What follows belongs to an exercise in optimizing a design on an open flow for small area and a short achievable clock period; a production flow would make more cautious choices. Function was checked by simulation only, so behaviour that the tests miss may differ from the original.

## flow/design.v (module list and top-level ports; edited modules follow where they fit)
// module LMS: 7214 lines
// module wb_lms: 63 lines
module wb_lms (
    input  wire        Clk,
    input  wire        Rst,
    input  wire        wb_cyc_i,
    input  wire        wb_stb_i,
    input  wire        wb_we_i,
    input  wire [31:0] wb_adr_i,
    input  wire [15:0] wb_dat_i,
    output reg  [15:0] wb_dat_o,
    output reg         wb_ack_o,
    output reg         irq_o
);
  // ...
==> flow/run.sh <==
#!/bin/bash
# synth_recipe.tcl (not shown) runs the flow's synth.tcl, then flattens the netlist and writes it again
# the make line also repeats each setting of config.mk as NAME=value (left out here)
make -C /OpenROAD-flow-scripts/flow DESIGN_CONFIG=/design/flow/config.mk WORK_HOME=/design/flow/orfs CLKGATE_MAP_FILE= SYNTH_SCRIPT=/design/flow/synth_recipe.tcl finish
==> flow/config.mk <==
export PLATFORM = sky130hd
export DESIGN_NAME = wb_lms
export DESIGN_NICKNAME = wb_lms
export VERILOG_FILES = /design/flow/design.v
export SDC_FILE = /design/flow/constraint.sdc
export NUM_CORES = 4
export LEC_CHECK = 0
export ABC_AREA = 1
export CAP_MARGIN = 20
export CORE_MARGIN = 2
export CORE_UTILIZATION = 55
export SLEW_MARGIN = 20
==> flow/constraint.sdc <==
create_clock -name core_clock -period 10.0 [get_ports {Clk}]
set_input_delay 2.0000 -clock core_clock [delete_from_list [all_inputs] [get_ports {Clk}]]
set_output_delay 2.0000 -clock core_clock [all_outputs]
set_load 0.01 [all_outputs]
==> flow_metrics.tcl, run 1 <==
set metrics [dict create \
    status "complete, no violations" \
    finalWirelength_um 233200 \
    dpl_worst_slack_ns 0.9974 \
    use_met3_pct 15.15 \
    cts_sinks 227 \
    min_from "dut.x0_two[1]" \
    seq_cells 227 \
    path_buf_inv 8 \
    vias_per_cell 6.311 \
    fin_crit_sh_pct 93.37 \
    finalCriticalPeriod_ns 9.337 \
    worst_slack_ns 0.6626 \
    synth_area_leaders "fa_1 33%, xor2_1 17%, o22ai_1 11%, dfrtp_1 10%, inv_1 8.3%" \
    required_ns 10.57 \
    slowest_stage "clkinv_1" \
    max_freq_ghz 0.1071 \
    cp_num_cells 27 \
    inverters 1323 \
    sh_seq_area_pct 9.615 \
    reg2reg_slack_ns 0.66 \
    synth_common_cells "1,230 x inv_1, 1,054 x xor2_1, 957 x o22ai_1" \
    cts-root-buf "clkbuf_16" \
    coreArea_um2 100300 \
    grt_pass1_wl_um 336900 \
    hold_end "dut.x1_two[1]" \
    synthCells 6444 \
    grtUsageMet1_pct 59.08 \
    antennaDiodeCount 10 \
    clkbuf_count 45 \
    r2r_start "dut.wn0[0]" \
    clock_latency_ns 0.65 \
    dp_hpwl_um 179200 \
    synth_compound_area_share_pct 13.87 \
    slew_violations 0 \
    multi_input_area_share_pct 72.92 \
    fp.dieArea_um2 103800 \
    cts.htree.levels 2 \
    rsz0062_at_grt "no" \
    buffers 285 \
    cts_tree "done" \
]
==> inputs of run 2 (changes only) <==
==> flow/flow/run.sh (new file) <==
#!/bin/bash
# Standard synthesis, then full adders flipped to drop the inverters between them, then the
# standard layout from the floorplan on.
set -euo pipefail
R=$PWD/orfs/results/$FLOW_PLATFORM/wb_lms/base
bash standard.sh "$R/1_2_yosys.v" > synth.log 2>&1
python3 flow/fixinv.py "$R/1_2_yosys.v" "$R/1_2_yosys.fixed.v" > fixinv.log 2>&1
cp "$R/1_2_yosys.v" "$R/1_2_yosys.orig.v"
mv "$R/1_2_yosys.fixed.v" "$R/1_2_yosys.v"
touch "$R/1_2_yosys.v"
bash standard.sh > layout.log 2>&1
==> flow/flow/fixinv.py (new file) <==
#!/usr/bin/env python3
"""Push inverters through full adders in a Yosys netlist.

A full adder is self-dual: FA(~a,~b,~c) = (~sum, ~cout). The adder extraction of the
standard synthesis leaves many inverters between full adders; this script chooses, for
every full adder, whether it works on inverted signals, so that as few inverters as
possible remain, and rewrites the netlist with only those inverters.
usage: fixinv.py in.v out.v
"""
import re, sys, random

src = open(sys.argv[1]).read()
inst_re = re.compile(r'^  (sky130_fd_sc_hd__\w+) (\S+) +\(\n((?:    \.\w+\([^\n]*\),?\n)+)  \);\n', re.M)
pin_re = re.compile(r'    \.(\w+)\((.*)\),?$')
cells = []  # [type, name, [(pin, net)], span]
for m in inst_re.finditer(src):
    pins = [pin_re.match(l).groups() for l in m.group(3).rstrip('\n').split('\n')]
    cells.append([m.group(1), m.group(2), pins, m.span()])

ninst = len(re.findall(r'^  sky130_fd_sc_hd__\w+ ', src, re.M))
if ninst != len(cells) or re.search(r'^\s*assign ', src, re.M):
    print(f"netlist not understood ({ninst} instances, {len(cells)} parsed); left as it is", file=sys.stderr)
    open(sys.argv[2], "w").write(src)
    sys.exit(0)
OUTP = {'X', 'Y', 'Q', 'Q_N', 'SUM', 'COUT', 'HI', 'LO'}
mod_m = re.search(r'^module \w+\((.*?)\);', src, re.M | re.S)
ports = set()
for m in re.finditer(r'^\s*(input|output)\s+(\[\d+:\d+\]\s+)?(\S+);', src, re.M):
    ports.add(m.group(3))
def base_name(n):
    n = n.strip()
    if n.startswith('\\'):
        return n.split(' ')[0][1:]
    return re.sub(r'\[\d+\]$', '', n)
def is_port(n):
    return base_name(n) in ports

def is_inv(t):
    return re.match(r'sky130_fd_sc_hd__(clk)?inv_\d+$', t) is not None
def is_fa(t):
    return re.match(r'sky130_fd_sc_hd__fa_\d+$', t) is not None

driver = {}
inv_of = {}  # out net -> in net for collapsible inverters
for ci, (t, name, pins, span) in enumerate(cells):
    for p, n in pins:
        if p in OUTP:
            driver[n.strip()] = ci
for ci, (t, name, pins, span) in enumerate(cells):
    if is_inv(t):
        d = dict(pins)
        o, a = d['Y'].strip(), d['A'].strip()
        if not is_port(o):
            inv_of[o] = a

def resolve(n):
    c = 0
    while n in inv_of:
        n = inv_of[n]; c ^= 1
    return n, c

flip = [0] * len(cells)
def is_x(t):
    return re.match(r'sky130_fd_sc_hd__x(n)?or2_1$', t) is not None
fa_ids = [ci for ci, c in enumerate(cells) if is_fa(c[0])]
x_ids = [ci for ci, c in enumerate(cells) if is_x(c[0])]
# consumer pins: (ci, pin, base, c)
cons = []
for ci, (t, name, pins, span) in enumerate(cells):
    if ci in () or (is_inv(t) and dict(pins)['Y'].strip() in inv_of):
        continue
    for pi, (p, n) in enumerate(pins):
        if p in OUTP: continue
        n = n.strip()
        if n.startswith("1'b") or n == '': continue
        b, c = resolve(n)
        cons.append((ci, pi, b, c))
by_base = {}
by_cell = {}
for k, (ci, pi, b, c) in enumerate(cons):
    by_base.setdefault(b, []).append(k)
    by_cell.setdefault(ci, []).append(k)
def f_drv(b):
    d = driver.get(b)
    return flip[d] if d is not None else 0
isfa = [is_fa(c[0]) for c in cells]
def need(k):
    ci, pi, b, c = cons[k]
    return c ^ (flip[ci] if isfa[ci] else 0) ^ f_drv(b)
ninv = {}
for b, ks in by_base.items():
    ninv[b] = sum(need(k) for k in ks)
def cost():
    return sum(1 for v in ninv.values() if v > 0)
start = cost()
outs_of = {ci: [n.strip() for p, n in cells[ci][2] if p in OUTP] for ci in fa_ids + x_ids}
def affected(ci):
    ks = set(by_cell.get(ci, [])) if isfa[ci] else set()
    for o in outs_of[ci]:
        ks.update(by_base.get(o, []))
    return ks
def do_flip(ci):
    ks = affected(ci)
    bases = set(cons[k][2] for k in ks)
    before = sum(1 for b in bases if ninv[b] > 0)
    for k in ks: ninv[cons[k][2]] -= need(k)
    flip[ci] ^= 1
    for k in ks: ninv[cons[k][2]] += need(k)
    after = sum(1 for b in bases if ninv[b] > 0)
    return after - before
import math
fl_ids = fa_ids + x_ids
random.seed(1)
cur = cost()
best = cur; bestflip = flip[:]
T = 2.0
nmoves = 400000
for it in range(nmoves):
    ci = random.choice(fl_ids)
    d = do_flip(ci)
    if d <= 0 or random.random() < math.exp(-d / T):
        cur += d
        if cur < best:
            best = cur; bestflip = flip[:]
    else:
        do_flip(ci)
    T = max(0.02, 2.0 * (1 - it / nmoves))
for ci in fl_ids:
    if flip[ci] != bestflip[ci]:
        do_flip(ci)
end = cost()
print(f"inverters: {len(inv_of)} collapsible, nets needing one before {start}, after {end}", file=sys.stderr)

# rewrite
newinv = {}
def esc(n):
    return n + ' ' if n.startswith('\\') else n
def inv_net(b):
    if b not in newinv:
        newinv[b] = f"_fixinv{len(newinv)}_"
    return newinv[b]
pieces = []
last = 0
for ci, (t, name, pins, span) in enumerate(cells):
    pieces.append(src[last:span[0]])
    last = span[1]
    if is_inv(t) and dict(pins)['Y'].strip() in inv_of:
        continue
    ks = {cons[k][1]: k for k in by_cell.get(ci, [])}
    lines = []
    for pi, (p, n) in enumerate(pins):
        if pi in ks:
            k = ks[pi]
            b = cons[k][2]
            n = inv_net(b) if need(k) else esc(b)
        if is_x(t) and flip[ci] and p in ('X', 'Y'):
            p = 'Y' if p == 'X' else 'X'
        lines.append(f"    .{p}({n})")
    if is_x(t) and flip[ci]:
        t = t.replace('xnor2', 'XOR2') if 'xnor2' in t else t.replace('xor2', 'xnor2')
        t = t.replace('XOR2', 'xor2')
    pieces.append(f"  {t} {name} (\n" + ",\n".join(lines) + "\n  );\n")
pieces.append(src[last:])
out = "".join(pieces)
decl = "".join(f"  wire {v};\n" for v in newinv.values())
cellsv = "".join(f"  sky130_fd_sc_hd__inv_1 _fixinvc{i}_ (\n    .A({esc(b)}),\n    .Y({v})\n  );\n" for i, (b, v) in enumerate(newinv.items()))
k = out.rfind("endmodule")
out = out[:k] + cellsv + out[k:]
# declarations after the module header
m = re.search(r'^module \w+\(.*?\);\n', out, re.M | re.S)
out = out[:m.end()] + decl + out[m.end():]
open(sys.argv[2], "w").write(out)
==> flow/standard.sh (new file) <==
#!/bin/bash
# synth_recipe.tcl (not shown) runs the flow's synth.tcl, then flattens the netlist and writes it again
# the make line also repeats each setting of config.mk as NAME=value (left out here)
make -C /OpenROAD-flow-scripts/flow DESIGN_CONFIG=/design/flow/config.mk WORK_HOME=/design/flow/orfs CLKGATE_MAP_FILE= SYNTH_SCRIPT=/design/flow/synth_recipe.tcl "${@:-finish}"
removed: flow/run.sh
==> flow_metrics.tcl, run 2 <==
set metrics [dict create \
    status "complete, no violations" \
    drive_above_1_share_pct 5.760 \
    slowest_delay_ns 0.86 \
    vias_per_cell 6.714 \
    placed_area_um2 54260 \
    syn_nets 6926 \
    rsz0062_at_grt "no" \
    coreArea_um2 94870 \
    multi_input_area_um2 43110 \
    fin_crit_sh_pct 88.36 \
    cp_max_fo 11 \
    finalWirelength_um 212100 \
    hold_violations 0 \
    synthCells 5618 \
    grt_overflow 0 \
    holdBufCountCts 0 \
    drc_errors 0 \
    seqCellArea_um2 5684 \
    crit_type "flip-flop to flip-flop" \
    cts_setup_buffers 0 \
    max_freq_ghz 0.1132 \
    ios 71 \
    cts.htree.levels 2 \
    syn_to_final_growth_pct 5.768 \
    cts_tree "done" \
    grt_usage_pct 43.73 \
    finalCriticalPeriod_ns 8.836 \
    critPathArrivalTime_ns 9.35 \
    cts_sinks 227 \
    antenna_found_initial 10 \
    drt_iter0_markers 6111 \
    grt_pass1_vias 46060 \
    fp-row-count 113 \
    drv_cap 0 \
    grt_max_degree 77 \
    num_vias 45140 \
    reg2reg_slack_ns 1.16 \
    setup_tns_ns 0 \
    grtUsageMet2_pct 61.19 \
    cp-start-kind "flip-flop" \
    grt-busiest-layer "met2" \
    slew_violations 0 \
    slowest_stage "dfrtp_1" \
    setup_viol 0 \
    fill_cells 8405 \
    numPortBuffers 42 \
    wl_per_cell_um 31.54 \
    cts_buffers 37 \
    die_w_um 313.2 \
    cts_buffer_depth 3 \
    mostFrequentLayoutCell "o22ai_1" \
    cts-root-buf "clkbuf_16" \
    clock_latency_ns 0.65 \
    fp.dieArea_um2 98100 \
    dp_hpwl_um 158500 \
    die_h_um 313.2 \
    initial_core_util_pct 55.43 \
    syn-mean-instance-area_um2 9.360 \
    mostFrequentLayoutCells "957 x o22ai_1, 917 x fa_1, 614 x xnor2_1, 550 x nand2_1, 480 x inv_1" \
    relSlewSlack_pct 16.93 \
    end_kind "flip-flop" \
    use_met3_pct 17.61 \
    cts-resized-gates 0 \
    syn_area_um2 52590 \
    grt_pass1_wl_um 312100 \
    tightest_slew_ns 1.245 \
    crit_top_cell "fa_1" \
    design_area_um2 55620 \
    ant_nets 0 \
    ys_warn_count 2 \
    hold_path_class "flip-flop to flip-flop" \
    clk_pin_slew_worst_paths_ns 0.07 \
    dr.pass1.iters 9 \
    required_ns 10.51 \
    nNetsFinal 6732 \
    gp_congestion 1.046 \
    path_buf_inv 4 \
    grtUsageMet1_pct 55.83 \
    cpLargestDelayFamily "adder cells" \
    skew_ns 0.03088 \
]
[run 2: per-stage QoR]
step	worst slack, ns	utilization [%]	instances	hold WS, ns
after floorplan	1.780	-	5618	0.3519
after global placement	1.607	57.19	6649	0.3951
after detailed placement	1.561	57.19	6649	0.3977
after CTS	1.553	58.59	6715	0.4179
after global routing	0.7823	58.61	6717	0.4277
final	1.164	58.63	6723	0.4136
[run 2: layout make-up]
cell class | instances | share of cell area (%)
antenna | 7 | 0.03149
clock buffer | 44 | 1.784
clock inverter | 22 | 0.5984
inverter | 497 | 3.368
multi-input combinational | 4410 | 77.52
sequential | 227 | 10.22
tap | 1265 | 2.846
timing repair buffer | 251 | 3.635
[run 2: routing by layer]
metal  vias up  share of wire, %
met4        10               8.4
met2      3522                41
met5         -             0.041
li1      18400                 -
met3       976                15
met1     22230                36
[run 2: path summary, 6_finish.rpt]
| path | from | endpoint | cells past startpoint |
|---|---|---|---|
| worst max-delay path | dut.wn1[0] | dut.err_reg[8] | 29 |
| worst min-delay path | dut.x1_two[7] | dut.x2_two[7] | 0 |
| worst max register to register | dut.wn1[0] | dut.err_reg[8] | 29 |
| worst min register to register | dut.x1_two[7] | dut.x2_two[7] | 0 |
| max in group asynchronous | Rst | dut.wn2[5] | 3 |
| min in group asynchronous | Rst | x_in_reg[10] | 2 |

==> afterwards: timing with drivers on the ports <==
In the flow no input, the clock included, has a driving cell. The finished layouts below were timed again as built, in two steps. Step 1 assumes that a clkbuf_16 drives the clock port and a buf_2 every other input. Step 2 times the ports against the registers' clock, not the clock port: input delays grow and output delays shrink by t, the midpoint of the rising clock arrivals with the driver on. Slacks: no drivers / after step 1 / after step 2; pairs: no drivers / after step 1.
run	shift t [ns]	slack for setup (ns)	slew at the worst register clock pin (ns)
run 1	0.697	0.663 / 0.663 / 0.663	0.07 / 0.07
run 2	0.703	1.164 / 1.164 / 1.164	0.07 / 0.07
After both steps setup and hold are still met in every run listed.
